This is an optimization exercise on Yosys and OpenROAD, whose aim is small area, not a production implementation. The RTL was checked by simulation tests, not by an equivalence proof against the original design. The clock cells of runs 4 to 7 come from the design's own scripts or RTL, not from TritonCTS. The flow treats the clock pin as an ideal source. Dropping or thinning the clock tree relies on that and would not hold on a real chip. No activity file was given, so power comes from the tool's default toggle rates.

<file path="design/flow/design.v">
module debounce(input wire clk, input wire rst_n, input wire smp, input wire key_i, output reg fire);
reg [3:0] st; reg [3:0] nx;
always @(*) begin
  case ({st, key_i})
    5'd0: nx = 4'd9;
    5'd1: nx = 4'd0;
    5'd2: nx = 4'd7;
    5'd3: nx = 4'd0;
    5'd4: nx = 4'd9;
    5'd5: nx = 4'd0;
    5'd6: nx = 4'd5;
    5'd7: nx = 4'd0;
    5'd10: nx = 4'd5;
    5'd11: nx = 4'd0;
    5'd14: nx = 4'd3;
    5'd15: nx = 4'd2;
    5'd18: nx = 4'd10;
    5'd19: nx = 4'd0;
    5'd20: nx = 4'd11;
    5'd21: nx = 4'd0;
    5'd22: nx = 4'd13;
    5'd23: nx = 4'd0;
    5'd26: nx = 4'd14;
    5'd27: nx = 4'd0;
    5'd28: nx = 4'd1;
    5'd29: nx = 4'd0;
    default: nx = 4'bxxxx;
  endcase
  case (st)
    4'd0: fire = 1'b0;
    4'd1: fire = 1'b0;
    4'd2: fire = 1'b1;
    4'd3: fire = 1'b1;
    4'd5: fire = 1'b0;
    4'd7: fire = 1'b0;
    4'd9: fire = 1'b0;
    4'd10: fire = 1'b0;
    4'd11: fire = 1'b0;
    4'd13: fire = 1'b0;
    4'd14: fire = 1'b0;
    default: fire = 1'bx;
  endcase
end
always @(posedge clk or negedge rst_n) if (~rst_n) st <= 4'd0; else if (smp) st <= nx;
endmodule
module  sco (
        input    wire              clk                 ,
        input    wire              rst_n               ,
        input    wire              p1                  ,
        input    wire              p2                  ,
        input    wire              p3                  ,
        input    wire              fire_bs             ,
        input    wire              fire_rec            ,
        input    wire              fire_dis            ,
        input    wire    [2:0]     sel                 ,
        output   wire    [3:0]     dig
);
reg        en;         
reg [1:0]  cd;         
reg [1:0]  cr;         
reg [3:0]  d0, d1, d2, d4;
reg [2:0]  d3, d5;
wire d0_9 = d0[3] & d0[0];
wire d1_9 = d1[3] & d1[0];
wire d2_9 = d2[3] & d2[0];
wire d3_5 = d3[2] & d3[0];
wire d4_9 = d4[3] & d4[0];
wire d5_5 = d5[2] & d5[0];
wire c1 = p1 & d0_9;
wire c2 = c1 & d1_9;
wire c3 = c2 & d2_9;
wire c4 = c3 & d3_5;
wire c5 = c4 & d4_9;
function [3:0] inc10;
    input [3:0] d;
    input       e;
    inc10 = {d[3] ^ (e & d[0] & (d[3] | (d[2] & d[1]))),
             d[2] ^ (e & d[0] & d[1]),
             d[1] ^ (e & d[0] & ~d[3]),
             d[0] ^ e};
endfunction
function [2:0] inc6;
    input [2:0] d;
    input       e;
    inc6 = {d[2] ^ (e & d[0] & (d[2] | d[1])),
            d[1] ^ (e & d[0] & ~d[2]),
            d[0] ^ e};
endfunction
always @(posedge clk or negedge rst_n) begin
    if (~rst_n) begin
        d0 <= 4'd0; d1 <= 4'd0; d2 <= 4'd0; d3 <= 3'd0; d4 <= 4'd0; d5 <= 3'd0;
    end
    else begin
        d0 <= inc10(d0, p1 & (en | d0_9));
        d1 <= inc10(d1, c1);
        d2 <= inc10(d2, c2);
        d3 <= inc6(d3, c3);
        d4 <= inc10(d4, c4);
        d5 <= inc6(d5, c5);
    end
end
always @(posedge clk or negedge rst_n) begin
    if (~rst_n) begin
        en <= 1'b0;
        cd <= 2'd0;
    end
    else begin
        if (p2 & fire_bs) begin
            en <= ~en;
            cd <= 2'd0;
        end
        else if (p3 & fire_dis & ~fire_bs & ~en)
            cd <= {cd[1] ^ cd[0], ~cd[0]};
    end
end
wire [21:0] now = {d5, d4, d3, d2, d1, d0};
wire wr = p2 & fire_rec & en;
reg        full;       
always @(posedge clk or negedge rst_n) begin
    if (~rst_n) begin
        cr <= 2'd0;
        full <= 1'b0;
    end
    else if (wr) begin
        cr <= {cr[0], ~(cr[1] | cr[0])};
        if (cr[1]) full <= 1'b1;
    end
end
reg [21:0] lap0, lap1, lap2;
always @(posedge clk) begin
    if (wr & (cr == 2'd0)) lap0 <= now;
    if (wr & (cr == 2'd1)) lap1 <= now;
    if (wr & cr[1])        lap2 <= now;
end
wire blank = ~full & ((cd == 2'd3) | (cd == 2'd2 & ~cr[1]) | (cd == 2'd1 & cr == 2'd0));
reg [21:0] v;
always @(*) begin
    case (cd)
        2'd0: v = now;
        2'd1: v = lap0;
        2'd2: v = lap1;
        default: v = lap2;
    endcase
end
wire [3:0] hi = sel[0] ? v[3:0]   : v[7:4];
wire [3:0] mi = sel[0] ? v[11:8]  : {1'b0, v[14:12]};
wire [3:0] lo = sel[0] ? v[18:15] : {1'b0, v[21:19]};
wire [3:0] dv = sel[2] ? hi : sel[1] ? mi : lo;
assign dig = blank ? 4'd0 : dv;
endmodule
module  led_display (
        input    wire              clk              ,
        input    wire              rst_n            ,
        input    wire    [3:0]     dig              ,   
        output   wire              p0               ,
        output   wire              p1               ,
        output   wire              p2               ,
        output   wire              p3               ,
        output   wire    [2:0]     sel              ,
        output   wire    [7:0]     seg
);
reg [2:0] b;
reg [2:0] c;
reg [2:0] s;
wire f1 = b[2] & ~b[1];
always @(posedge clk or negedge rst_n) begin
    if (~rst_n) begin
        b <= 3'b000;
        c <= 3'b000;
        s <= 3'd5;
    end
    else begin
        b <= {b[1], b[0], ~(b[2] & b[1])};
        if (f1) c <= {c[1], c[0], ~(c[2] | c[1])};
        s <= {s[2] ^ (f1 & ~s[0] & ~s[1]),
              s[1] ^ (f1 & ~s[0] & (s[2] | s[1])),
              s[0] ^ f1};
    end
end
wire after = (c == 3'b000) & s[0];
assign p0 = f1 & c[2] & ~c[1] & ~s[0];
assign p1 = after & b[0] & ~b[1];
assign p2 = after & b[1] & ~b[2];
assign p3 = after & b[2] & b[0];
assign sel = s;
reg [6:0] seg_r;
always @(*) begin
    case (dig)
        4'd0: seg_r = 7'b100_0000;
        4'd1: seg_r = 7'b111_1001;
        4'd2: seg_r = 7'b010_0100;
        4'd3: seg_r = 7'b011_0000;
        4'd4: seg_r = 7'b001_1001;
        4'd5: seg_r = 7'b001_0010;
        4'd6: seg_r = 7'b000_0010;
        4'd7: seg_r = 7'b111_1000;
        4'd8: seg_r = 7'b000_0000;
        4'd9: seg_r = 7'b001_0000;
        default: seg_r = 7'bxxx_xxxx;
    endcase
end
assign seg = {~(s[0] & ~s[2]), seg_r};
endmodule
module  second_counter_top (
        input    wire             clk                 ,
        input    wire             rst_n               ,
        input    wire             key_bs              ,
        input    wire             key_rec             ,
        input    wire             key_dis             ,
        output   wire    [2:0]    sel                 ,
        output   wire    [7:0]    seg
);
wire p0, p1, p2, p3;
wire fire_bs, fire_rec, fire_dis;
wire [3:0] dig;
debounce debounce_u1 (.clk(clk), .rst_n(rst_n), .smp(p0), .key_i(key_bs),  .fire(fire_bs));
debounce debounce_u2 (.clk(clk), .rst_n(rst_n), .smp(p0), .key_i(key_rec), .fire(fire_rec));
debounce debounce_u3 (.clk(clk), .rst_n(rst_n), .smp(p0), .key_i(key_dis), .fire(fire_dis));
sco sco_u1 (
    .clk(clk), .rst_n(rst_n), .p1(p1), .p2(p2), .p3(p3),
    .fire_bs(fire_bs), .fire_rec(fire_rec), .fire_dis(fire_dis),
    .sel(sel), .dig(dig));
led_display led_display_u1 (
    .clk(clk), .rst_n(rst_n), .dig(dig),
    .p0(p0), .p1(p1), .p2(p2), .p3(p3), .sel(sel), .seg(seg));
endmodule
</file>
<file path="design/flow/run.sh">
#!/bin/bash
# synth_recipe.tcl (not shown) runs the flow's synth.tcl, then flattens the netlist and writes it again
# the make line also repeats each setting of config.mk as NAME=value (left out here)
make -C /OpenROAD-flow-scripts/flow DESIGN_CONFIG=/design/flow/config.mk WORK_HOME=/design/flow/orfs CLKGATE_MAP_FILE= SYNTH_SCRIPT=/design/flow/synth_recipe.tcl finish
</file>
<file path="design/flow/config.mk">
export PLATFORM = sky130hd
export DESIGN_NAME = second_counter_top
export DESIGN_NICKNAME = second_counter_top
export VERILOG_FILES = /design/flow/design.v
export SDC_FILE = /design/flow/constraint.sdc
export NUM_CORES = 4
export LEC_CHECK = 0
export CAP_MARGIN = 20
export CORE_MARGIN = 2
export CORE_UTILIZATION = 70
export CTS_BUF_LIST = sky130_fd_sc_hd__clkbuf_4
export CTS_CLUSTER_SIZE = 20
export PLACE_DENSITY = 0.8
export SLEW_MARGIN = 20
</file>
<file path="design/flow/constraint.sdc">
create_clock -name core_clock -period 10.0 [get_ports {clk}]
set_input_delay 2.0000 -clock core_clock [delete_from_list [all_inputs] [get_ports {clk}]]
set_output_delay 2.0000 -clock core_clock [all_outputs]
set_load 0.01 [all_outputs]
</file>
==> results of run 1 <==
critical path: stages, from the launching register on:
cell	delay (ps)
dfrtp_1	450
inv_1	110
ha_1	760
a22oi_1	240
a32oi_1	270
o21ai_0	130
a221oi_1	610
inv_1	190
ha_1	360
inv_1	80
mux2i_1	70
nor2_1	110
clkdlybuf4s50_1	550
cells in the final DEF, fill, tap and decap left out, types with 6 or more instances in the layout:
cell type / netlist / routed
a21oi_1: 16 / 16
nand2_1: 31 / 31
mux2i_1: 13 / 13
edfxtp_1: 66 / 66
nand2b_1: 19 / 19
dfrtp_1: 47 / 47
nand3_1: 6 / 6
o21ai_0: 28 / 28
a22oi_1: 13 / 13
ha_1: 17 / 17
nor2_1: 23 / 22
clkbuf_4: 0 / 17
a222oi_1: 9 / 9
clkdlybuf4s50_1: 0 / 14
inv_1: 26 / 26
xnor2_1: 12 / 12
per-layer routing:
layer	routed length (µm)	GRT usage, %	vias to the layer above
li1	-	-	1558
met1	4410	37.8	1636
met2	5120	44.6	155
met3	656	7.66	22
met4	195	10.2	0
met5	0	0	-
final cells by class:
cell class / count / area, µm² / share of cell area [%]
clock buffers: 17 / 128 / 2.26
clock inverters: 15 / 174 / 3.07
inverters: 26 / 97.6 / 1.73
multi-input cells: 249 / 1750 / 31.0
flip-flops and latches: 115 / 3210 / 56.8
well taps: 99 / 124 / 2.19
repair buffers: 18 / 170 / 3.01
kinds of logic after synthesis:
kind of cell / Yosys count / share of synthesized area [%]
AND/OR/NAND/NOR: 102 / 10.1
multiplexers: 19 / 4.39
flip-flops: 115 / 62.9
AO/OA/AOI/OAI: 99 / 13.4
buffers and inverters: 38 / 3.04
adder cells (fa/ha/maj): 17 / 4.17
XOR/XNOR: 12 / 2.06
worst min-delay path by stage:
| stage | endpoint | depth (start not counted) |
|---|---|---|
| floorplan | led_display_u1.b[1] | 0 |
| global placement | led_display_u1.b[1] | 0 |
| detailed placement | led_display_u1.b[1] | 0 |
| CTS | led_display_u1.b[1] | 0 |
| global route | led_display_u1.b[1] | 0 |
| finish | led_display_u1.b[1] | 0 |
flip-flops by register name, indices dropped and copies added, names as in the netlist:
signal / cells
led_display_u1.c: 3
sco_u1.d1: 4
sco_u1.en: 1
sco_u1.d3: 3
sco_u1.lap2: 22
sco_u1.d4: 4
sco_u1.lap1: 22
sco_u1.lap0: 22
sco_u1.full: 1
debounce_u1.st: 4
led_display_u1.b: 3
debounce_u3.st: 4
sco_u1.d0: 4
sco_u1.cd: 2
sco_u1.d2: 4
sco_u1.cr: 2
sco_u1.d5: 3
led_display_u1.s: 3
debounce_u2.st: 4
power by group through the flow:
stage                     logic (mW)  clock network (mW)  registers (mW)
after floorplan               0.0182                   0           0.509
after detailed placement      0.0327                   0           0.509
after global placement        0.0311                   0           0.509
after CTS                     0.0329               0.357           0.499
final                         0.0329               0.351           0.499
after global routing          0.0367               0.375           0.500
==> results.txt, run 1 <==
* Pre-CTS WS at 4160 ps
* Final count of hold timing violations at 0
* Reg-to-reg endpoint: sco_u1.lap2[21]
* Most area-hungry cell type in the Yosys netlist: edfxtp_1
* Most frequent cell after synthesis: edfxtp_1
* Layout cells sized above 1 at 11.8%
* CTS resizes at 0
* Min-delay src: led_display_u1.b[0]
* Clock Pin Slew Worst Setup and Hold Paths at 100 ps
* Worst hold slack at 413 ps
* DR vias at 3371
* Slew @ Worst Pin at just over 900 ps
* Post-Syn Nets at 424
* Int Power at approximately 0.67 mW
* Pin count of the biggest net entering global routing at 50
* Clock Power Share at 39.8%
* Crit path from: sco_u1.cd[0]
* Final Max Tran Viols at 0
* Die W at 89.4 µm
* Synth cell count leaders: 66 x edfxtp_1, 47 x dfrtp_1, 31 x nand2_1
* Synthesized area at 5110 µm²
* VDD IR-drop max at 0.000128 V
* Crit. End Element: primary output
* Setup_tns at 0 ps
* Setup violators final at 0
* RSZ-0062 raised after global routing: false
* Fin util at 78.8%
* Share of the synthesized area in the top cell type at between 30 and 40%
* Setup CP Type: reg2out
* Initial antenna violation count at 0
* Remaining global-route overflow at 0
* Vias in the first global route at 3194
* Max-cap viol count at 0
* Pwr dens at between 150 and 200 nW/µm²
* Largest cells by area after synthesis: edfxtp_1 39%, dfrtp_1 23%, ha_1 4.2%, o21ai_0 2.7%, mux2i_1 2.5%
* First-pass GRT wire length at 16200 µm
* DRT Pass-1 Iters at 5
* Post-DP HPWL at 6750 µm
* Crit path time final at 6430 ps
* Relative slew slack at 39.6%
* Post-DRT Antenna Nets at 0
* Leak pwr at 2.18 nW
* Final net count at about 450
* Fill cells at approximately 440
* Switching pwr at around 0.22 mW
* CTS H-tree depth at 4
* GRT Overall Usage at 28.1%
* CP required at about 8000 ps
* Synth unique cells at 50
* Final GP Congestion at ~0.83
* CTS root buf: clkbuf_4
* Clock latency (worst-skew pair) at 520 ps
* Non-Filler Cell Area, Final at 5660 µm²
* Starting Density at a little under three quarters
* Via density at 6.25
* Layout Cells excl Fill at 539
* Syn avg cell area at 12.7 µm²
* Final clock skew at 13.8 ps
* Post-synthesis cell count at between 400 and 500
* CP Max Fanout at 22
* Crit path capture: seg[3]
* I/O Buffers at 15
* Drt total wl at 10400 µm
* Cts bufs inserted at 17
* Hold_buf cts at 0
* Combinational Power Share at about 3.7%
* #FFs+latches synth at 115
* Warnings, synthesis at 3
* Post-synth ARST share at a little over two fifths
* Drt drc at 0
* Worst Reg-to-Reg Cells at 5
* Synth Flop Type: edfxtp_1
* Post-CTS Setup Bufs at 0
* DR iter-0 viols at 338
* Status: timing/DRC/antenna clean
* Avg WL per Cell at 19.3 µm
* Ant. Diodes at 0
* Flop2flop setup slack at 6740 ps
* Placed instance area at 5350 µm²
* Final worst slack at 3570 ps
* Clock buffer depth at 2
* Die ar. at about 8000 µm²
* Clock Sinks at 115
* Achievable frequency at 0.155 GHz
* FP Rows at 31
* Seq/Total Area, Yosys at 62.9%
* HP Class: reg2reg
* Arrival @ worst endpoint at 4430 ps
* Post-synth EDFFs at 66
* Ports at 16
* Period Utilization, post-route at roughly 64%
* Switching portion of total power at 24.4%
* Overall Power at 0.883 mW
* R2r startpoint: led_display_u1.s[0]
* Layout Area Growth over Synthesis at 10.8%
* Core Area at 7180 µm²
* Sequential power share at 56.5%
* Cells after DPL at 507
* Die Ht at just under 90 µm
* Setup crit start kind: register
* CTS tree: built
==> inputs of run 2 (changes only) <==
==> design/flow/flow/run.sh (new file) <==
#!/bin/bash
# Own layout flow: the standard ORFS flow with three changes.
#  1. Synthesis is the standard synthesis script, except that ABC maps the
#     logic with an area-oriented script (flow/abc_area.script). Everything
#     before ABC (and so every register, its name and its cell) is unchanged.
#  2. Port buffers are the smallest buffer (buf_1) instead of a delay buffer.
#  3. CTS uses small clock buffers and no dummy loads.
# Each tool's output is in orfs/logs/...; make's own output in flow_make.log.
set -euo pipefail
W=$PWD
F=$W/flow

# synthesis script: synth_recipe.tcl sourcing a copy of ORFS's synth.tcl whose
# ABC call uses our script
sed "s|^source \$::env(SCRIPTS_DIR)/synth_preamble.tcl|source \$::env(SCRIPTS_DIR)/synth_preamble.tcl\nset abc_args [lreplace \$abc_args 1 1 $F/abc_area.script]|" \
    "$FLOW_HOME/scripts/synth.tcl" > "$W/synth_area.tcl"
grep -q "abc_area.script" "$W/synth_area.tcl"
sed "s|^source \$::env(SCRIPTS_DIR)/synth.tcl|source $W/synth_area.tcl|" synth_recipe.tcl > "$W/own_synth.tcl"
grep -q "synth_area.tcl" "$W/own_synth.tcl"
sed "s|SYNTH_SCRIPT=[^ ]*|SYNTH_SCRIPT=$W/own_synth.tcl|" standard.sh > "$W/own_standard.sh"
grep -q "own_synth.tcl" "$W/own_standard.sh"

CTS="-sink_clustering_enable -repair_clock_nets -dont_use_dummy_load"
CTS="$CTS -buf_list sky130_fd_sc_hd__clkbuf_4 -root_buf sky130_fd_sc_hd__clkbuf_8"
CTS="$CTS -sink_clustering_size 30 -sink_clustering_max_diameter 60"

bash "$W/own_standard.sh" \
    "BUFFER_PORTS_ARGS=-buffer_cell sky130_fd_sc_hd__buf_1" \
    "CTS_ARGS=$CTS" \
    finish > "$W/flow_make.log" 2>&1
test -s "$W/out/final.def"
==> design/flow/flow/abc_area.script (new file) <==
&get -n
&st
&syn3
&dch -f
&nf -R 1000 -p
&put
==> design/flow/standard.sh (new file) <==
#!/bin/bash
# synth_recipe.tcl (not shown) runs the flow's synth.tcl, then flattens the netlist and writes it again
# the make line also repeats each setting of config.mk as NAME=value (left out here)
make -C /OpenROAD-flow-scripts/flow DESIGN_CONFIG=/design/flow/config.mk WORK_HOME=/design/flow/orfs CLKGATE_MAP_FILE= SYNTH_SCRIPT=/design/flow/synth_recipe.tcl "${@:-finish}"
removed: design/flow/run.sh
==> results.txt, run 2 <==
* Final count of hold timing violations at 0
* Post-synth ARST share at 42.6%
* VDD IR-drop max at between 0.00009 and 0.0001 V
* I/O Buffers at 15
* Arrival @ worst endpoint at roughly 3800 ps
* Drt total wl at 9080 µm
* Min-delay src: led_display_u1.b[0]
* Final Max Tran Viols at 0
* Initial antenna violation count at 0
* Core Area at 6760 µm²
* R2r startpoint: led_display_u1.s[0]
* Final GP Congestion at just under 0.8
* Share of the synthesized area in the top cell type at 40.6%
* Status: timing/DRC/antenna clean
* #FFs+latches synth at 115
* Achievable frequency at 0.173 GHz
* Most area-hungry cell type in the Yosys netlist: edfxtp_1
* Vias in the first global route at 2933
* Hold_buf cts at 0
* Post-DRT Antenna Nets at 0
* Syn avg cell area at 13.8 µm²
* Post-CTS Setup Bufs at 0
* Crit. End Element: primary output
* Synth unique cells at 34
* Seq/Total Area, Yosys at approximately two thirds
* CP required at 8000 ps
* Hold endpoint: led_display_u1.b[1]
* Gr busiest metal: met1
* Final net count at 413
* Setup crit start kind: register
* Biggest regs: sco_u1.lap0: 22 flops, sco_u1.lap1: 22 flops, sco_u1.lap2: 22 flops
* Drt drc at 0
* Commonest cells after routing, fill and taps aside: 66 x edfxtp_1, 47 x dfrtp_1, 26 x a21oi_1, 26 x nor2_1, 24 x nand2_1
* DRT Pass-1 Iters at 7
* Post-synthesis cell count at 354
* Ports at 16
* CTS tree: built
* Post-synth EDFFs at 66
* Slew @ Worst Pin at 897 ps
* Ant. Diodes at 0
* Max-cap viol count at 0
* Synth cell count leaders: 66 x edfxtp_1, 47 x dfrtp_1, 26 x a21oi_1, 26 x nor2_1, 24 x nand2_1
* Placed instance area at 5070 µm²
* Period Utilization, post-route at between 50% and 60%
* Clock latency (worst-skew pair) at 400 ps
* RSZ-0062 raised after global routing: false
* Avg WL per Cell at 19.3 µm
* DR iter-0 viols at roughly 430
* Warnings, synthesis at 3
* Commonest non-fill, non-tap cell in the layout: edfxtp_1
* Non-Filler Cell Area, Final at 5210 µm²
* Layout Cells excl Fill at 469
* Post-DP HPWL at 5880 µm
* Cells after DPL at 452
* Worst Reg-to-Reg Cells at 7
* Clock Pin Slew Worst Setup and Hold Paths at 80 ps
* Synth Flop Type: edfxtp_1
* Layout cells sized above 1 at under 10%
* Crit path time final at 5780 ps
* Met2 Use GR at 38.0%
* Met1 usage at about two fifths
* CP Max Fanout at 23
* Most frequent cell after synthesis: edfxtp_1
* GRT Overall Usage at a little over a quarter
* Clock buffer depth at 2
* Pin count of the biggest net entering global routing at 50
* Synthesized area at 4880 µm²
* Fill cells at between 400 and 500
* Setup violators final at 0
* Remaining global-route overflow at 0
* HP Class: reg2reg
* FP Rows at 30
* Largest cells by area after synthesis: edfxtp_1 41%, dfrtp_1 24%, a222oi_1 4.5%, ha_1 4.4%, mux4_2 3.2%
* CTS root buf: clkbuf_8
* Relative slew slack at 40.2%
* Worst hold slack at 409 ps
* Worst Hold Path Cells at 0
* First-pass GRT wire length at 14800 µm
* Die ar. at 7650 µm²
* Layout Area Growth over Synthesis at 6.79%
* Via density at 6.45
* Leak pwr at 1.86 nW
* Post-Syn Nets at roughly 380
* Reg-to-reg endpoint: sco_u1.lap1[8]
* Setup_tns at 0 ps
* Flop2flop setup slack at about 6300 ps
* Starting Density at between 70 and 80%
* Die W at 87.5 µm
* Final clock skew at 38.2 ps
* Die Ht at between 80 and 90 µm
* Clock Sinks at 115
* GR Layer Usage met3 at 7.77%
* CTS H-tree depth at 4
* Setup CP Type: reg2out
* DR vias at 3027
* Pwr dens at 139 nW/µm²
* Cts bufs inserted at 17
* CTS resizes at 0
-- run 2: cell count changes in the layout (fill, tap and decap cells not counted), sizes merged, moves of 12 or more --
cell / previous run / this run
inv: 32 / 0
a22oi: 13 / 0
a222oi: 9 / 22
buf: 4 / 17
clkinv: 5 / 17
clkdlybuf4s50: 14 / 0
-- run 2: cell families (layout without fill, tap and decap cells) --
group / after synthesis / after routing / share of synthesized area (%)
buf+inv: 17 / 52 / 1.31
compound gates: 88 / 88 / 12.5
fa+ha+maj: 17 / 17 / 4.36
xor+xnor: 12 / 12 / 2.15
simple gates: 90 / 90 / 8.92
flops: 115 / 115 / 65.8
mux: 15 / 15 / 4.95
-- run 2: through the flow --
step / total power [mW] / utilization (%) / setup slack (ps)
global route: 0.750 / 77.1 / 3870
finish: 0.725 / 77.1 / 4220
detailed placement: 0.518 / 75.1 / 4690
global placement: 0.517 / 75.1 / 4890
floorplan: 0.512 / - / 5300
CTS: 0.729 / 77.1 / 4280
-- run 2: cell type report --
class,instances,area [µm²],share of cell area (%)
timing repair buffer,18,80.1,1.54
multi-input combinational,222,1620,31.1
sequential,115,3210,61.6
tap,80,100,1.92
clock buffer,17,134,2.57
inverter,17,63.8,1.22
-- run 2: per-layer routing --
| metal | vias to the layer above | share of wire, % | routed length (µm) |
|---|---|---|---|
| li1 | 1425 | - | - |
| met1 | 1457 | 44 | 4010 |
| met2 | 129 | 48 | 4350 |
| met3 | 16 | 6.5 | 594 |
| met4 | 0 | 1.2 | 112 |
| met5 | - | 0 | 0 |
-- run 2: critical path, cell delays in order (launching register included) --
cell      delay [ps]
dfrtp_1          460
clkinv_1         150
ha_1             530
a222oi_1         520
mux4_2           310
a21oi_1           70
o21ai_0          470
clkinv_1         210
ha_1             220
o21ai_0          270
a21oi_1           80
buf_1            140
-- run 2: report_power, final --
| part | switching, mW | internal (mW) |
|---|---|---|
| clock network | 0.134 | 0.0831 |
| logic | 0.00535 | 0.00217 |
| registers | 0.00129 | 0.498 |
-- run 2: worst max-delay path by stage --
stage	startpoint	to	slack, ps
2_1_floorplan	sco_u1.cd[0]	seg[5]	5300
3_3_place_gp	sco_u1.cd[0]	seg[5]	4890
3_5_place_dp	sco_u1.cd[0]	seg[6]	4690
4_1_cts	sco_u1.cd[0]	seg[3]	4280
5_1_grt	sco_u1.cd[0]	seg[3]	3870
6_report	sco_u1.cd[0]	seg[3]	4220
==> inputs of run 3 (changes only) <==
--- a/design/flow/design.v
+++ b/design/flow/design.v
@@ -134,18 +134,11 @@
 end
 wire blank = ~full & ((cd == 2'd3) | (cd == 2'd2 & ~cr[1]) | (cd == 2'd1 & cr == 2'd0));
-reg [21:0] v;
-always @(*) begin
-    case (cd)
-        2'd0: v = now;
-        2'd1: v = lap0;
-        2'd2: v = lap1;
-        default: v = lap2;
-    endcase
-end
-wire [3:0] hi = sel[0] ? v[3:0]   : v[7:4];
-wire [3:0] mi = sel[0] ? v[11:8]  : {1'b0, v[14:12]};
-wire [3:0] lo = sel[0] ? v[18:15] : {1'b0, v[21:19]};
-wire [3:0] dv = sel[2] ? hi : sel[1] ? mi : lo;
-assign dig = blank ? 4'd0 : dv;
+wire [3:0] src = blank ? 4'b0000 : {cd == 2'd3, cd == 2'd2, cd == 2'd1, cd == 2'd0};
+wire [21:0] v = ({22{src[0]}} & now)  | ({22{src[1]}} & lap0) |
+                ({22{src[2]}} & lap1) | ({22{src[3]}} & lap2);
+wire [5:0] pos = {sel == 3'd0, sel == 3'd1, sel == 3'd2, sel == 3'd3, sel == 3'd4, sel == 3'd5};
+assign dig = ({4{pos[0]}} & v[3:0])           | ({4{pos[1]}} & v[7:4])  |
+             ({4{pos[2]}} & v[11:8])          | ({4{pos[3]}} & {1'b0, v[14:12]}) |
+             ({4{pos[4]}} & v[18:15])         | ({4{pos[5]}} & {1'b0, v[21:19]});
 endmodule
 module  led_display (
--- a/design/flow/flow/run.sh
+++ b/design/flow/flow/run.sh
@@ -4,4 +4,6 @@
 #     logic with an area-oriented script (flow/abc_area.script). Everything
 #     before ABC (and so every register, its name and its cell) is unchanged.
+#     Yosys's full/half-adder extraction is skipped (ADDER_MAP_FILE empty), so
+#     ABC sees and optimises all of the logic.
 #  2. Port buffers are the smallest buffer (buf_1) instead of a delay buffer.
 #  3. CTS uses small clock buffers and no dummy loads.
@@ -26,4 +28,5 @@
 
 bash "$W/own_standard.sh" \
+    "ADDER_MAP_FILE=" \
     "BUFFER_PORTS_ARGS=-buffer_cell sky130_fd_sc_hd__buf_1" \
     "CTS_ARGS=$CTS" \
--- a/design/flow/config.mk
+++ b/design/flow/config.mk
@@ -8,7 +8,4 @@
 export CAP_MARGIN = 20
 export CORE_MARGIN = 2
-export CORE_UTILIZATION = 70
-export CTS_BUF_LIST = sky130_fd_sc_hd__clkbuf_4
-export CTS_CLUSTER_SIZE = 20
-export PLACE_DENSITY = 0.8
+export CORE_UTILIZATION = 45
 export SLEW_MARGIN = 20
==> results.txt, run 3 <==
* CP top delay family: simple AND/OR/NAND/NOR gates
* Final clock skew at approximately 30 ps
* Via density at 5.75
* Synth cell count leaders: 66 x edfxtp_1, 49 x nand2_1, 47 x dfrtp_1
* Arrival @ worst endpoint at 3100 ps
* Drt drc at 0
* DRT Pass-1 Iters at 6
* Post-synthesis cell count at 373
* Share of the synthesized area in the top cell type at 42.3%
* Final GP Congestion at roughly 0.76
* FF+latch area at between 3000 and 4000 µm²
* Ports at 16
* Max-cap viol count at 0
* CTS tree: built
* Setup crit start kind: register
* Worst Reg-to-Reg Cells at 11
* VDD IR-drop max at 0.0000620 V
* Crit path time final at 5100 ps
* Cts bufs inserted at 17
* Multi-input gate area at 1480 µm²
* HP Class: reg2reg
* Most frequent cell after synthesis: edfxtp_1
* Setup CP Type: reg2out
* CTS resizes at 0
* Hold_buf cts at 0
* First-pass GRT wire length at 15900 µm
* Die ar. at approximately 11000 µm²
* Setup_tns at 0 ps
* Pwr dens at 144 nW/µm²
* Crit path capture: seg[3]
* Cells after DPL at 531
* Commonest cells after routing, fill and taps aside: 66 x edfxtp_1, 49 x nand2_1, 47 x dfrtp_1
* Crit path depth at 9
* CP most frequent cell: o21ai_0
* Pin count of the biggest net entering global routing at 50
* Setup violators final at 0
* R2r startpoint: led_display_u1.s[0]
* Largest cells by area after synthesis: edfxtp_1 42%, dfrtp_1 25%, a222oi_1 4.3%, a21oi_1 4.0%, nand2_1 3.9%
* Synthesized area at 4680 µm²
* Clock Sinks at approximately 120
* Die W at 106 µm
* Commonest non-fill, non-tap cell in the layout: edfxtp_1
* Crit-path cells: and3_1 -> a222oi_1 -> nand3_1 -> o21ai_0 -> o21ai_0 -> nor2_1 -> nand3_1 -> o21ai_0 -> buf_1
* Fill cells at 907
* Syn avg cell area at 12.6 µm²
* Vias in the first global route at 3016
* Crit. End Element: primary output
* Flop2flop setup slack at about 6400 ps
* Post-DRT Antenna Nets at 0
* Achievable frequency at ~0.20 GHz
* Final net count at around 420
* Ant. Diodes at 0
* Clock buffer depth at 2
* Slew @ Worst Pin at roughly 970 ps
* Initial antenna violation count at 0
* Clock latency (worst-skew pair) at 390 ps
* Layout Cells excl Fill at ~550
* #FFs+latches synth at 115
* Final Max Tran Viols at 0
* Post-CTS Setup Bufs at 0
* Drt total wl at 9530 µm
* GRT Overall Usage at 18.5%
* Final count of hold timing violations at 0
* Clock Pin Slew Worst Setup and Hold Paths at 90 ps
* Relative slew slack at between 30% and 40%
* Status: timing/DRC/antenna clean
* Leak pwr at ~1.8 nW
* Post-Syn Nets at roughly 380
* I/O Buffers at 15
* Most area-hungry cell type in the Yosys netlist: edfxtp_1
* Avg WL per Cell at roughly 17 µm
* RSZ-0062 raised after global routing: false
* Period Utilization, post-route at 51.0%
* CP Max Fanout at 22
* Layout Area Growth over Synthesis at 9.21%
* Warnings, synthesis at 3
* Starting Density at 45.8%
* Seq/Total Area, Yosys at 68.5%
* Synth Flop Type: edfxtp_1
* Post-synth ARST share at 42.6%
* Worst path bufs/invs at 1
* Crit path from: sco_u1.cd[0]
* Die Ht at 106 µm
* Crit path largest cell delay at 800 ps
* FP Rows at 37
* Reg-to-reg endpoint: sco_u1.d5[1]
* CTS H-tree depth at 4
* Remaining global-route overflow at 0
* Core Area at 10200 µm²
* CTS root buf: clkbuf_8
* DR vias at 3152
* Layout cells sized above 1 at 7.52%
* Post-DP HPWL at a little under 6000 µm
* Worst Hold Path Cells at 0
* Post-synth EDFFs at 66
* DR iter-0 viols at around 260
* Biggest regs: sco_u1.lap0: 22 flops, sco_u1.lap1: 22 flops, sco_u1.lap2: 22 flops
* Synth unique cells at 36
* CP required at roughly 8000 ps
* CP max-delay cell: and3_1
## run 3: worst min-delay path by stage
stage	start	to	slack, ps
global route	led_display_u1.b[0]	led_display_u1.b[1]	400
floorplan	led_display_u1.b[0]	led_display_u1.b[1]	350
detailed placement	led_display_u1.b[0]	led_display_u1.b[1]	360
global placement	led_display_u1.b[0]	led_display_u1.b[1]	360
finish	led_display_u1.b[0]	led_display_u1.b[1]	390
CTS	led_display_u1.b[0]	led_display_u1.b[1]	390
## run 3: kinds of logic (layout without fill, tap and decap cells)
| logic type | Yosys count | count (layout) | share of synthesized area, % |
|---|---|---|---|
| buffers and inverters | 2 | 41 | 0.160 |
| and+or+nand+nor | 143 | 143 | 14.2 |
| xor gates and xnor gates | 14 | 14 | 2.62 |
| AOI/OAI and AO/OA | 96 | 96 | 13.7 |
| muxes | 3 | 3 | 0.721 |
| DFF | 115 | 115 | 68.5 |
## run 3: final cells by class
cell class	instances	area share (%)
sequential	115	62.8
multi-input combinational	256	29.0
clock buffer	17	2.62
tap	136	3.33
timing repair buffer	22	2.15
inverter	2	0.147
## run 3: layer usage
metal,vias to the layer above,GRT usage (%),share of wire (%)
li1,1501,-,-
met1,1566,26.8,49
met2,77,27.2,46
met3,8,5.33,4.4
met4,0,5.92,0.82
met5,-,0,0
## run 3: through the flow
step | setup slack [ps] | hold WS, ps | instance area (µm²) | power, mW | utilization, %
3_5_place_dp | 5310 | 361 | 4980 | 0.527 | 48.7
2_1_floorplan | 4880 | 354 | 4680 | 0.519 | -
3_3_place_gp | 5430 | 357 | 4980 | 0.526 | 48.7
5_1_grt | 4590 | 397 | 5120 | 0.765 | 50.0
6_report | 4900 | 386 | 5120 | 0.737 | 50.0
4_1_cts | 4880 | 388 | 5120 | 0.745 | 50.0
## run 3: power by group
group	total, mW	switching (mW)	internal [mW]
sequential	0.504	0.00411	0.500
combinational	0.0122	0.00785	0.00431
clock	0.221	0.138	0.0833
==> inputs of run 4 (changes only) <==
--- a/design/flow/flow/run.sh
+++ b/design/flow/flow/run.sh
@@ -7,5 +7,6 @@
 #     ABC sees and optimises all of the logic.
 #  2. Port buffers are the smallest buffer (buf_1) instead of a delay buffer.
-#  3. CTS uses small clock buffers and no dummy loads.
+#  3. The clock tree is built by flow/cts.tcl (a root buffer and 12 leaf
+#     buffers over position-based groups of registers) instead of TritonCTS.
 # Each tool's output is in orfs/logs/...; make's own output in flow_make.log.
 set -euo pipefail
@@ -23,12 +24,8 @@
 grep -q "own_synth.tcl" "$W/own_standard.sh"
 
-CTS="-sink_clustering_enable -repair_clock_nets -dont_use_dummy_load"
-CTS="$CTS -buf_list sky130_fd_sc_hd__clkbuf_4 -root_buf sky130_fd_sc_hd__clkbuf_8"
-CTS="$CTS -sink_clustering_size 30 -sink_clustering_max_diameter 60"
-
 bash "$W/own_standard.sh" \
     "ADDER_MAP_FILE=" \
     "BUFFER_PORTS_ARGS=-buffer_cell sky130_fd_sc_hd__buf_1" \
-    "CTS_ARGS=$CTS" \
+    "PRE_CTS_TCL=$F/cts.tcl" \
     finish > "$W/flow_make.log" 2>&1
 test -s "$W/out/final.def"
==> design/flow/flow/cts.tcl (new file) <==
proc my_cts_build { nleaf ncol bufname {rootname sky130_fd_sc_hd__clkbuf_8} } {
  set db [ord::get_db]
  set block [ord::get_db_block]
  set clk [$block findNet clk]
  $clk setSigType CLOCK
  set sinks {}
  foreach it [$clk getITerms] {
    set bb [[$it getInst] getBBox]
    lappend sinks [list $it [expr {([$bb xMin] + [$bb xMax]) / 2}] [expr {([$bb yMin] + [$bb yMax]) / 2}]]
  }
  # split into ncol columns by x, each into nrow groups by y
  set nrow [expr {($nleaf + $ncol - 1) / $ncol}]
  set groups {}
  set s [lsort -integer -index 1 $sinks]
  set n [llength $s]
  for {set c 0} {$c < $ncol} {incr c} {
    set col [lsort -integer -index 2 [lrange $s [expr {$c * $n / $ncol}] [expr {($c + 1) * $n / $ncol - 1}]]]
    set m [llength $col]
    for {set r 0} {$r < $nrow} {incr r} {
      lappend groups [lrange $col [expr {$r * $m / $nrow}] [expr {($r + 1) * $m / $nrow - 1}]]
    }
  }
  set master [$db findMaster $bufname]
  set drv $clk
  if {$nleaf > 4} {
    set sx 0; set sy 0
    foreach e $sinks { incr sx [lindex $e 1]; incr sy [lindex $e 2] }
    set n [llength $sinks]
    set root [odb::dbInst_create $block [$db findMaster $rootname] "clkbuf_root"]
    set drv [odb::dbNet_create $block "clknet_root"]
    $drv setSigType CLOCK
    [$root findITerm A] connect $clk
    [$root findITerm X] connect $drv
    $root setLocation [expr {$sx / $n}] [expr {$sy / $n}]
    $root setPlacementStatus PLACED
  }
  set k 0
  foreach g $groups {
    set sx 0; set sy 0
    foreach e $g { incr sx [lindex $e 1]; incr sy [lindex $e 2] }
    set n [llength $g]
    set inst [odb::dbInst_create $block $master "clkbuf_leaf_$k"]
    set net [odb::dbNet_create $block "clknet_leaf_$k"]
    $net setSigType CLOCK
    [$inst findITerm A] connect $drv
    [$inst findITerm X] connect $net
    foreach e $g { set it [lindex $e 0]; $it disconnect; $it connect $net }
    $inst setLocation [expr {$sx / $n}] [expr {$sy / $n}]
    $inst setPlacementStatus PLACED
    incr k
  }
  puts "my_cts: [llength $sinks] sinks, $k buffers $bufname"
}

# Replace TritonCTS: the clock port drives one root clock buffer, which
# drives 12 leaf clock buffers, each driving about 10 registers.
rename clock_tree_synthesis triton_clock_tree_synthesis
proc clock_tree_synthesis { args } {
  my_cts_build 12 3 sky130_fd_sc_hd__clkbuf_4 sky130_fd_sc_hd__clkbuf_4
  set_propagated_clock [all_clocks]
}
--- a/design/flow/config.mk
+++ b/design/flow/config.mk
@@ -6,6 +6,7 @@
 export NUM_CORES = 4
 export LEC_CHECK = 0
-export CAP_MARGIN = 20
+export CAP_MARGIN = 0
 export CORE_MARGIN = 2
 export CORE_UTILIZATION = 45
-export SLEW_MARGIN = 20
+export GPL_TIMING_DRIVEN = 0
+export SLEW_MARGIN = 0
==> results.txt, run 4 <==
* Crit path capture: seg[6]
* Synthesized area at ~4700 µm²
* Synth cell count leaders: 66 x edfxtp_1, 49 x nand2_1, 47 x dfrtp_1
* Crit path from: sco_u1.cd[0]
* Clock latency (worst-skew pair) at 490 ps
* Leak pwr at around 1.8 nW
* Setup CP Type: reg2out
* Syn avg cell area at 12.6 µm²
* Post-CTS Setup Bufs at 0
* Final GP Congestion at 0.717
* Commonest non-fill, non-tap cell in the layout: edfxtp_1
* Layout Area Growth over Synthesis at 10.4%
* Period Utilization, post-route at 54.0%
* Post-Syn Nets at 378
* Post-synth ARST share at ~43%
* Final Max Tran Viols at 0
* Synth unique cells at 36
* Post-DRT Antenna Nets at 0
* Layout cells sized above 1 at under 10%
* Pwr dens at 138 nW/µm²
* Starting Density at 45.8%
* Final count of hold timing violations at 0
* Remaining global-route overflow at 0
* CTS resizes at 0
* CP required at 8000 ps
* Setup_tns at 0 ps
* Flop2flop setup slack at 6450 ps
* First-pass GRT wire length at ~17000 µm
* Synth Flop Type: edfxtp_1
* Pre-CTS WS at 5140 ps
* Fill cells at roughly 950
* Commonest cells after routing, fill and taps aside: 66 x edfxtp_1, 49 x nand2_1, 47 x dfrtp_1
* FP Rows at 37
* Final clock skew at ~12 ps
* Metal-1 WL at 4480 µm
* DR vias at about 3200
* Most frequent cell after synthesis: edfxtp_1
* Wire length on met3 at 570 µm
* Biggest regs: sco_u1.lap0: 22 flops, sco_u1.lap1: 22 flops, sco_u1.lap2: 22 flops
* Crit. End Element: primary output
* Avg WL per Cell at 18.1 µm
* DR iter-0 viols at 347
* Die W at 106 µm
* DRT Pass-1 Iters at 8
* Final net count at around 420
* Initial antenna violation count at 0
* Drt drc at 0
* Die ar. at about 11000 µm²
* Setup crit start kind: register
* Achievable frequency at about 0.19 GHz
* Setup violators final at 0
* Arrival @ worst endpoint at roughly 3400 ps
* Via density at between 5 and 6
* I/O Buffers at 15
* Largest cells by area after synthesis: edfxtp_1 42%, dfrtp_1 25%, a222oi_1 4.3%, a21oi_1 4.0%, nand2_1 3.9%
* R2r startpoint: led_display_u1.s[0]
* Clock Pin Slew Worst Setup and Hold Paths at about 100 ps
* #FFs+latches synth at between 100 and 150
* Most area-hungry cell type in the Yosys netlist: edfxtp_1
* Max-cap viol count at 0
* Post-synth EDFFs at 66
* Warnings, synthesis at 3
* Pin count of the biggest net entering global routing at 30
* Crit path time final at 5400 ps
* Seq/Total Area, Yosys at 68.5%
* Ports at 16
* GRT Overall Usage at 18.3%
* Vias in the first global route at 3186
* Final worst slack at 4600 ps
* Reg-to-reg endpoint: sco_u1.d5[1]
* Status: timing/DRC/antenna clean
* Post-synthesis cell count at 373
* HP Class: reg2reg
* Slew @ Worst Pin at 1050 ps
* Share of the synthesized area in the top cell type at a little over two fifths
* DR WL met2 at 4650 µm
* Relative slew slack at approximately 30%
* CP Max Fanout at 22
* Hold_buf cts at 0
* Core Area at 10200 µm²
* VDD IR-drop max at 0.0000670 V
* Highest Signal Layer: met4
* RSZ-0062 raised after global routing: false
* Die Ht at 106 µm
* Drt total wl at 9880 µm
* Worst Reg-to-Reg Cells at 11
* Post-DP HPWL at 6470 µm
run 4: cell counts after synthesis:
No cell type changed its count.
run 4: area by class of cell:
type	instances	area (µm²)	area share (%)
diodes	1	2.50	0.0484
flip-flops and latches	115	3210	62.1
plain buffers	13	97.6	1.89
repair buffers	24	194	3.75
inverters	2	7.51	0.145
well taps	136	170	3.29
multi-input cells	256	1490	28.8
run 4: metal layers:
metal | global-route usage (%) | up-vias
met5 | 0 | -
met4 | 3.01 | 0
met3 | 2.15 | 17
met2 | 29.9 | 83
met1 | 27.1 | 1564
li1 | - | 1499
run 4: where the power goes:
part / switching (mW) / internal (mW) / total, mW / leakage (nW)
clock: 0.135 / 0.0597 / 0.195 / 0.0598
combinational: 0.00816 / 0.00516 / 0.0133 / 0.634
sequential: 0.00417 / 0.500 / 0.504 / 1.09
run 4: logic make-up after synthesis:
logic type | share of synthesized area, %
flip-flops | 68.5
multiplexers | 0.721
buffers and inverters | 0.160
AND/OR/NAND/NOR | 14.2
XOR/XNOR | 2.62
AO/OA/AOI/OAI | 13.7
run 4: worst min-delay path by stage:
| stage | cells past startpoint | slack, ps | startpoint | endpoint |
|---|---|---|---|---|
| after global placement | 0 | 360 | led_display_u1.b[0] | led_display_u1.b[1] |
| after global routing | 0 | 400 | led_display_u1.b[0] | led_display_u1.b[1] |
| after floorplan | 0 | 350 | led_display_u1.b[0] | led_display_u1.b[1] |
| final | 0 | 390 | led_display_u1.b[0] | led_display_u1.b[1] |
| after CTS | 0 | 390 | led_display_u1.b[0] | led_display_u1.b[1] |
| after detailed placement | 0 | 370 | led_display_u1.b[0] | led_display_u1.b[1] |
run 4: through the flow:
step           cell area, µm²  hold slack [ps]  std cells  util (%)  total power [mW]
4_1_cts                  5170              389        546      50.5             0.721
2_1_floorplan            4680              354        373         -             0.519
5_1_grt                  5170              398        546      50.5             0.742
3_3_place_gp             4910              358        524      48.0             0.526
6_report                 5170              388        547      50.5             0.712
3_5_place_dp             5070              368        533      49.6             0.528
run 4: critical path, cell delays in order, from the launching register on:
cell and delay (ps):
dfrtp_1 480, and3_1 900, a221o_1 280, a221oi_1 50
a31oi_1 220, nand2_1 110, nand2_1 160, clkinv_1 140
nor2_1 180, nand3_1 110, o31ai_1 90, buf_1 180
==> inputs of run 5 (changes only) <==
--- a/design/flow/flow/cts.tcl
+++ b/design/flow/flow/cts.tcl
@@ -57,5 +57,5 @@
 rename clock_tree_synthesis triton_clock_tree_synthesis
 proc clock_tree_synthesis { args } {
-  my_cts_build 12 3 sky130_fd_sc_hd__clkbuf_4 sky130_fd_sc_hd__clkbuf_4
+  my_cts_build 12 6 sky130_fd_sc_hd__clkbuf_4 sky130_fd_sc_hd__clkbuf_4
   set_propagated_clock [all_clocks]
 }
--- a/design/flow/config.mk
+++ b/design/flow/config.mk
@@ -6,7 +6,7 @@
 export NUM_CORES = 4
 export LEC_CHECK = 0
-export CAP_MARGIN = 0
+export CAP_MARGIN = 20
 export CORE_MARGIN = 2
 export CORE_UTILIZATION = 45
 export GPL_TIMING_DRIVEN = 0
-export SLEW_MARGIN = 0
+export SLEW_MARGIN = 20
==> results.txt, run 5 <==
* Biggest regs: sco_u1.lap0: 22 flops, sco_u1.lap1: 22 flops, sco_u1.lap2: 22 flops
* Overall Power at 0.714 mW
* Final count of hold timing violations at 0
* Share of the synthesized area in the top cell type at 42.3%
* FF+latch area at 3210 µm²
* Core Area at 10200 µm²
* Slew @ Worst Pin at 1020 ps
* Worst Hold Path Cells at 0
* Largest cells by area after synthesis: edfxtp_1 42%, dfrtp_1 25%, a222oi_1 4.3%, a21oi_1 4.0%, nand2_1 3.9%
* Vias in the first global route at between 3000 and 4000
* Largest family of logic cells by synthesized area: simple AND/OR/NAND/NOR gates
* CTS resizes at 0
* Clock Pin Slew Worst Setup and Hold Paths at 90 ps
* Warnings, synthesis at 3
* Simple-gate share of the synthesized area at 14.2%
* I/O Buffers at 15
* Syn avg cell area at 12.6 µm²
* Crit path from: sco_u1.cd[0]
* Most frequent cell after synthesis: edfxtp_1
* Clock latency (worst-skew pair) at 470 ps
* Layout Cells excl Fill at 549
* Layout Area Growth over Synthesis at 10.4%
* Post-synthesis cell count at around 370
* Die ar. at 11200 µm²
* Synth Flop Type: edfxtp_1
* FP Rows at 37
* First-pass GRT wire length at 16500 µm
* Final Max Tran Viols at 0
* Synth Area in XOR/XNOR at 2.62%
* Post-DRT Antenna Nets at 0
* GRT Overall Usage at 18.1%
* Achievable frequency at roughly 0.19 GHz
* Status: timing/DRC/antenna clean
* Pin count of the biggest net entering global routing at 24
* Post-CTS Setup Bufs at 0
* Starting Density at 45.8%
* Crit path time final at 5360 ps
* Min-delay src: led_display_u1.b[0]
* Commonest non-fill, non-tap cell in the layout: edfxtp_1
* Compound-Gate Fraction of Synth Area at between 10% and 20%
* Commonest cells after routing, fill and taps aside: 66 x edfxtp_1, 49 x nand2_1, 47 x dfrtp_1
* Post-synth ARST share at 42.6%
* Initial antenna violation count at 0
* Synth cell count leaders: 66 x edfxtp_1, 49 x nand2_1, 47 x dfrtp_1
* Post-synth EDFFs at 66
* Remaining global-route overflow at 0
* Multi-input gate area at between 1000 and 1500 µm²
* Die Ht at ~110 µm
* #FFs+latches synth at 115
* Die W at between 100 and 150 µm
* Avg WL per Cell at between 15 and 20 µm
* Max-cap viol count at 0
* Worst Reg-to-Reg Cells at 11
* Pwr dens at 138 nW/µm²
* Via density at 5.76
* DR vias at 3160
* Fill cells at 941
* DR iter-0 viols at 307
* Cells after DPL at between 500 and 600
* Hold endpoint: led_display_u1.b[1]
* Synth Area in Adders at 0%
* DRT Pass-1 Iters at 5
* Relative slew slack at a little under a third
* Final net count at around 420
* RSZ-0062 raised after global routing: false
* CP Max Fanout at 22
* HP Class: reg2reg
* Leak pwr at 1.80 nW
* Most area-hungry cell type in the Yosys netlist: edfxtp_1
* Layout cells sized above 1 at 8.01%
* Synth unique cells at 36
* Post-Syn Nets at 378
* Hold_buf cts at 0
* Setup crit start kind: register
* Worst hold slack at 391 ps
* Setup CP Type: reg2out
* CP required at 8000 ps
* Flop2flop setup slack at 6420 ps
* Period Utilization, post-route at 53.6%
* Arrival @ worst endpoint at between 3000 and 4000 ps
* Reg-to-reg endpoint: sco_u1.d5[1]
* Crit. End Element: primary output
* Mux contribution to synthesized area at 0.721%
* Ports at 16
* Drt total wl at 9810 µm
* Post-DP HPWL at 6550 µm
* VDD IR-drop max at 0.0000693 V
* Drt drc at 0
* R2r startpoint: led_display_u1.s[0]
* Setup_tns at 0 ps
* Final clock skew at approximately 13 ps
* Seq/Total Area, Yosys at 68.5%
* Final GP Congestion at 0.717
* Setup violators final at 0
* Synthesized area at 4680 µm²
run 5: cell counts after synthesis:
Identical to the previous run, type by type.
run 5: critical path: stages (launching register included):
cell      delay (ps)
dfrtp_1          470
and3_1           870
a221o_1          280
a221oi_1          50
a31oi_1          240
nand2_1          110
nand2_1          160
clkinv_1         140
nor2_1           180
nand3_1          120
o31ai_1           90
buf_1            180
run 5: final cells by class:
cell class,count,share of cell area (%)
Sequential cell,115,62.1
Multi-Input combinational cell,256,28.9
Timing Repair Buffer,26,3.70
Tap cell,136,3.29
Buffer,13,1.89
Inverter,2,0.145
Antenna cell,1,0.0484
run 5: power by group:
part	internal [mW]	total, mW	switching (mW)
Clock	0.0599	0.195	0.136
Sequential	0.500	0.504	0.00414
Combinational	0.00595	0.0143	0.00834
run 5: how the worst max path moves through the flow:
stage	slack, ps	cells after the start	end
6_report	4640	11	seg[6]
5_1_grt	4310	9	seg[3]
4_1_cts	4620	9	seg[2]
3_5_place_dp	5150	9	seg[2]
3_3_place_gp	3450	9	seg[1]
2_1_floorplan	4880	8	seg[1]
run 5: routing by layer:
metal | GRT usage, % | routed length, µm | part of all wire (%)
met1 | 26.0 | 4500 | 46
met2 | 30.9 | 4720 | 48
met3 | 2.39 | 494 | 5.0
met4 | 1.88 | 104 | 1.1
met5 | 0 | 0 | 0
run 5: cells by family after synthesis:
group                  count (synthesis)
AO/OA/AOI/OAI                         96
flip-flops                           115
AND/OR/NAND/NOR                      143
XOR/XNOR                              14
multiplexers                           3
buffers and inverters                  2
run 5: per-stage QoR:
step | worst slack, ps | area (µm²) | util [%]
finish | 4640 | 5170 | 50.6
global route | 4310 | 5170 | 50.5
CTS | 4620 | 5170 | 50.5
detailed placement | 5150 | 5070 | 49.6
global placement | 3450 | 4910 | 48.0
floorplan | 4880 | 4680 | -
==> inputs of run 6 (changes only) <==
==> design/flow/flow/abc_area.script (replaced) <==
&get -n
&st
&syn3
&dch -f
&nf -R 1000 -p
&put
topo
buffer -c -N 16
dnsize -c
--- a/design/flow/config.mk
+++ b/design/flow/config.mk
@@ -9,4 +9,3 @@
 export CORE_MARGIN = 2
 export CORE_UTILIZATION = 45
-export GPL_TIMING_DRIVEN = 0
 export SLEW_MARGIN = 20
==> results.txt, run 6 <==
* Non-Filler Cell Area, Final at around 5100 µm²
* Leak pwr at 1.76 nW
* Post-synthesis cell count at 385
* Pin count of the biggest net entering global routing at 50
* RSZ-0062 raised after global routing: false
* HP Class: reg2reg
* Mux contribution to synthesized area at 0.714%
* Worst Reg-to-Reg Cells at 11
* Placed instance area at around 5000 µm²
* Post-synth ARST share at 42.6%
* Largest family of logic cells by synthesized area: simple AND/OR/NAND/NOR gates
* Ant. Diodes at 0
* Post-DP HPWL at 5980 µm
* Synth Flop Type: edfxtp_1
* Hold_buf cts at 0
* Commonest non-fill, non-tap cell in the layout: edfxtp_1
* GRT Overall Usage at between 10% and 20%
* Final count of hold timing violations at 0
* Post-Syn Nets at between 300 and 400
* Die Ht at 107 µm
* Synthesized area at 4730 µm²
* Die ar. at 11400 µm²
* Clock Pin Slew Worst Setup and Hold Paths at about 90 ps
* Arrival @ worst endpoint at around 3100 ps
* CTS resizes at 0
* Crit-path cells: and3_1 -> a222oi_1 -> nand3_1 -> o21ai_0 -> o21ai_1 -> nor2_1 -> nand3_1 -> o21ai_0 -> buf_1
* Core Area at 10300 µm²
* FP Rows at 37
* Simple-gate share of the synthesized area at 14.1%
* Setup crit start kind: register
* Drt total wl at 9500 µm
* Share of the synthesized area in the top cell type at 41.9%
* Synth Area in Adders at 0%
* Synth unique cells at 40
* Avg WL per Cell at 17.5 µm
* VDD IR-drop max at 0.0000828 V
* Warnings, synthesis at 3
* Worst hold slack at between 300 and 400 ps
* Final Max Tran Viols at 0
* Biggest regs: sco_u1.lap0: 22 flops, sco_u1.lap1: 22 flops, sco_u1.lap2: 22 flops
* Synth Area in XOR/XNOR at 2.59%
* Post-synth EDFFs at 66
* Vias in the first global route at 3035
* Period Utilization, post-route at 51.1%
* DRT Pass-1 Iters at 8
* Relative slew slack at 27.6%
* DR vias at 3089
* Compound-Gate Fraction of Synth Area at 13.6%
* Pwr dens at 140 nW/µm²
* Post-CTS Setup Bufs at 0
* Crit. End Element: primary output
* Remaining global-route overflow at 0
* Setup CP Type: reg2out
* Final clock skew at 17.4 ps
* Clock latency (worst-skew pair) at 480 ps
* Most area-hungry cell type in the Yosys netlist: edfxtp_1
* Layout cells sized above 1 at about 8.1%
* Drt drc at 0
* Max-cap viol count at 0
* First-pass GRT wire length at 15700 µm
* Layout Area Growth over Synthesis at 7.32%
* Via density at 5.68
* Worst Hold Path Cells at 0
* Largest cells by area after synthesis: edfxtp_1 42%, dfrtp_1 25%, a222oi_1 4.2%, a21oi_1 3.9%, nand2_1 3.9%
* DR iter-0 viols at 277
* Synth cell count leaders: 66 x edfxtp_1, 49 x nand2_1, 47 x dfrtp_1
* Commonest cells after routing, fill and taps aside: 66 x edfxtp_1, 49 x nand2_1, 47 x dfrtp_1
* Most frequent cell after synthesis: edfxtp_1
* Slew @ Worst Pin at about 1100 ps
* Achievable frequency at ~0.20 GHz
* I/O Buffers at 15
* Crit path time final at 5110 ps
* Crit path largest cell delay at 820 ps
* Seq/Total Area, Yosys at just under 70%
* Status: timing/DRC/antenna clean
* Ports at 16
* CP max-delay cell: and3_1
* Post-DRT Antenna Nets at 0
* Starting Density at between 40% and 50%
* Setup_tns at 0 ps
* Setup violators final at 0
* Syn avg cell area at 12.3 µm²
* Initial antenna violation count at 0
* Die W at 107 µm
* Final net count at just over 400
* #FFs+latches synth at 115
* Final GP Congestion at ~0.76
* CP required at 8000 ps
* CP Max Fanout at 22
==> run 6: changes by cell type after synthesis, moves of 2 or more <==
cell      previous run  this run
clkinv_1             2         0
clkbuf_1             0         9
or2_0                2         0
inv_1                0         2
mux2_2               0         3
or2_2                0         2
buf_1                0         2
mux2_1               3         0
==> run 6: final timing paths <==
kind	startpoint	endpoint	slack, ps
max	sco_u1.cd[0]	seg[3]	4890
min	led_display_u1.b[0]	led_display_u1.b[1]	390
max reg2reg	led_display_u1.s[0]	sco_u1.d5[1]	6320
min reg2reg	led_display_u1.b[0]	led_display_u1.b[1]	390
max in group asynchronous	rst_n	sco_u1.d4[1]	7940
min in group asynchronous	rst_n	led_display_u1.s[1]	1630
==> run 6: metrics by stage <==
step / power, mW / std cells / setup WS, ps / util (%)
CTS: 0.723 / 544 / 4870 / 49.4
floorplan: 0.519 / 385 / 5460 / -
global placement: 0.526 / 531 / 5450 / 48.5
global route: 0.743 / 544 / 4440 / 49.4
finish: 0.712 / 544 / 4890 / 49.4
detailed placement: 0.527 / 531 / 5380 / 48.5
==> run 6: power by group <==
group	switching, mW	internal (mW)	leakage (nW)
Combinational	0.00786	0.00431	0.607
Sequential	0.00392	0.500	1.09
Clock	0.136	0.0599	0.0598
==> run 6: worst max-delay path: cells and delay by family (launching register included) <==
kind	cells	cell delay (ps)
and+or+nand+nor	4	1190
AOI/OAI and AO/OA	4	860
DFF	1	430
buffers and inverters	1	150
==> run 6: cells by family after synthesis <==
logic type,count (synthesis)
DFF,115
buffers and inverters,14
xor gates and xnor gates,14
and+or+nand+nor,143
muxes,3
AOI/OAI and AO/OA,96
==> run 6: metal layers <==
| layer | GRT usage (%) | wire length, µm |
|---|---|---|
| met5 | 0 | 0 |
| met4 | 2.41 | 109 |
| met3 | 1.90 | 474 |
| met2 | 29.0 | 4620 |
| met1 | 24.2 | 4290 |
==> run 6: final cells by class <==
| class | instances | area (µm²) |
|---|---|---|
| plain buffers | 13 | 97.6 |
| fillers | 940 | 5200 |
| inverters | 2 | 7.51 |
| multi-input cells | 256 | 1480 |
| flip-flops and latches | 115 | 3210 |
| well taps | 136 | 170 |
| repair buffers | 22 | 110 |
==> inputs of run 7 (changes only) <==
==> design/flow/flow/abc_area.script (replaced) <==
&get -n
&st
&syn3
&dch -f
&nf -R 1000 -p
&put
--- a/design/flow/flow/cts.tcl
+++ b/design/flow/flow/cts.tcl
@@ -57,5 +57,5 @@
 rename clock_tree_synthesis triton_clock_tree_synthesis
 proc clock_tree_synthesis { args } {
-  my_cts_build 12 6 sky130_fd_sc_hd__clkbuf_4 sky130_fd_sc_hd__clkbuf_4
+  my_cts_build 12 3 sky130_fd_sc_hd__clkbuf_4 sky130_fd_sc_hd__clkbuf_4
   set_propagated_clock [all_clocks]
 }
==> results.txt, run 7 <==
* Die W at between 100 and 150 µm
* CP max-delay cell: and3_1
* Post-DRT Antenna Nets at 0
* Core Area at 10200 µm²
* Crit path largest cell delay at 810 ps
* Commonest non-fill, non-tap cell in the layout: edfxtp_1
* Largest cells by area after synthesis: edfxtp_1 42%, dfrtp_1 25%, a222oi_1 4.3%, a21oi_1 4.0%, nand2_1 3.9%
* Relative slew slack at 33.9%
* Post-synth ARST share at 42.6%
* Avg WL per Cell at roughly 17 µm
* Arrival @ worst endpoint at 3240 ps
* Synth unique cells at 36
* Setup CP Type: reg2out
* #FFs+latches synth at 115
* Synth Flop Type: edfxtp_1
* Biggest regs: sco_u1.lap0: 22 flops, sco_u1.lap1: 22 flops, sco_u1.lap2: 22 flops
* Layout Area Growth over Synthesis at 8.49%
* Setup_tns at 0 ps
* Pre-CTS WS at between 5000 and 6000 ps
* Die Ht at 106 µm
* FP Rows at 37
* I/O Buffers at 15
* DR iter-0 viols at 272
* Commonest cells after routing, fill and taps aside: 66 x edfxtp_1, 49 x nand2_1, 47 x dfrtp_1
* Drt total wl at 9500 µm
* Crit-path cells: and3_1 -> a222oi_1 -> nand3_1 -> o21ai_0 -> o21ai_0 -> nor2_1 -> nand3_1 -> o21ai_0 -> buf_1
* Worst path bufs/invs at 1
* Max-cap viol count at 0
* Crit. End Element: primary output
* Overall Power at 0.714 mW
* CP most frequent cell: o21ai_0
* Post-synth EDFFs at 66
* Leak pwr at ~1.8 nW
* Most area-hungry cell type in the Yosys netlist: edfxtp_1
* Layout cells sized above 1 at roughly 6.6%
* Setup crit start kind: register
* Drt drc at 0
* Via density at 5.68
* Syn avg cell area at 12.6 µm²
* RSZ-0062 raised after global routing: false
* Post-DP HPWL at 5960 µm
* Share of the synthesized area in the top cell type at 42.3%
* VDD IR-drop max at roughly 0.000053 V
* Final count of hold timing violations at 0
* Remaining global-route overflow at 0
* CP top delay family: simple AND/OR/NAND/NOR gates
* Vias in the first global route at around 3000
* Warnings, synthesis at 3
* Most frequent cell after synthesis: edfxtp_1
* Die ar. at 11200 µm²
* Pin count of the biggest net entering global routing at 50
* Clock latency (worst-skew pair) at 490 ps
* Final Max Tran Viols at 0
* Starting Density at 45.8%
* Synth cell count leaders: 66 x edfxtp_1, 49 x nand2_1, 47 x dfrtp_1
* Crit path time final at 5240 ps
* Post-Syn Nets at about 380
* Final worst slack at 4760 ps
* Slew @ Worst Pin at about 980 ps
* Final clock skew at 18.9 ps
* DR vias at slightly above 3000
* Synthesized area at 4680 µm²
* DRT Pass-1 Iters at 5
* Pwr dens at 140 nW/µm²
* First-pass GRT wire length at 15800 µm
* Achievable frequency at 0.191 GHz
* Post-synthesis cell count at ~370
* Period Utilization, post-route at 52.4%
* GRT Overall Usage at 17.3%
* CP required at approximately 8000 ps
* Post-CTS Setup Bufs at 0
* Ports at 16
* Setup violators final at 0
* Status: timing/DRC/antenna clean
* Fin util at 49.7%
* CP Max Fanout at 22
* CTS resizes at 0
* Clock Pin Slew Worst Setup and Hold Paths at 110 ps
* Final GP Congestion at 0.764
* Hold_buf cts at 0
* Seq/Total Area, Yosys at 68.5%
* Worst hold slack at 381 ps
* HP Class: reg2reg
* Initial antenna violation count at 0
* Final net count at 415
run 7: cell count changes after synthesis, sizes merged:
cell	previous run	this run
clkbuf	9	0
clkinv	0	2
buf	3	0
inv	2	0
run 7: final cells by class:
type | instances | area, µm²
plain buffers | 13 | 97.6
diodes | 1 | 2.50
fillers | 913 | 5150
inverters | 2 | 7.51
well taps | 136 | 170
repair buffers | 22 | 110
multi-input cells | 256 | 1480
flip-flops and latches | 115 | 3210
run 7: layer usage:
layer  part of all wire (%)  track usage, %  routed length [µm]
met5                      0               0                   0
met4                   0.68            1.97                  65
met2                     45            26.6                4290
met1                     50            27.3                4760
met3                    4.0            1.96                 381
run 7: through the flow:
step                instances  instance area, µm²
finish                    545                5080
global route              544                5080
CTS                       544                5080
detailed placement        531                4980
global placement          531                4980
floorplan                 373                4680
run 7: path summary, 6_finish.rpt:
check / from / end / slack (ps) / depth (start not counted)
min in group asynchronous: rst_n / led_display_u1.s[1] / 1620 / 2
max reg2reg: led_display_u1.s[0] / sco_u1.d5[1] / 6370 / 11
min reg2reg: led_display_u1.b[0] / led_display_u1.b[1] / 380 / 0
min: led_display_u1.b[0] / led_display_u1.b[1] / 380 / 0
max in group asynchronous: rst_n / sco_u1.d2[3] / 7950 / 2
max: sco_u1.cd[1] / seg[3] / 4760 / 9
run 7: kinds of logic (layout without fill, tap and decap cells):
kind of cell           Yosys count  in the layout  synth area share, %
AND/OR/NAND/NOR                143            143                 14.2
flip-flops                     115            115                 68.5
AO/OA/AOI/OAI                   96             96                 13.7
XOR/XNOR                        14             14                 2.62
multiplexers                     3              3                0.721
buffers and inverters            2             37                0.160
other                            0              1                    0
run 7: power by group:
part,switching [mW],internal [mW]
logic,0.00785,0.00431
clock network,0.138,0.0598
registers,0.00416,0.500
total,0.150,0.564
run 7: worst register-to-register path: cells and delay by family, from the launching register on:
kind             cells  cell delay, ps
AND/OR/NAND/NOR     10            2640
XOR/XNOR             1             170
flip-flops           1             770

==> separate check: timing with driven ports <==
The flow's constraints put no driver on any port. The routed layouts listed below were extracted and timed again, unchanged, in two steps.
Step 1, drivers: a clkbuf_16 drives clk and a buf_2 each remaining input, both assumed.
Step 2 times the ports against the registers' clock, not the clock port: input delays grow and output delays shrink by t, the midpoint of the rising clock arrivals with the driver on.
Three values: no drivers, after step 1, after step 2; two values: the first two.
| run | t (ns) | setup slack, ns | clock arrival spread, ns | worst register clock-pin slew, ns |
|---|---|---|---|---|
| run 1 | 0.547 | 3.566 / 3.533 / 4.080 | 0.014 / 0.014 | 0.12 / 0.12 |
| run 2 | 0.410 | 4.219 / 4.187 / 4.598 | 0.039 / 0.039 | 0.10 / 0.10 |
| run 3 | 0.406 | 4.899 / 4.865 / 5.271 | 0.031 / 0.031 | 0.10 / 0.10 |
| run 4 | 0.516 | 4.604 / 4.574 / 5.090 | 0.012 / 0.012 | 0.10 / 0.10 |
| run 5 | 0.495 | 4.644 / 4.612 / 5.108 | 0.013 / 0.013 | 0.11 / 0.11 |
| run 6 | 0.499 | 4.894 / 4.864 / 5.363 | 0.018 / 0.018 | 0.11 / 0.11 |
| run 7 | 0.512 | 4.761 / 4.732 / 5.244 | 0.019 / 0.020 | 0.11 / 0.11 |
After both steps every run listed still meets setup and hold.
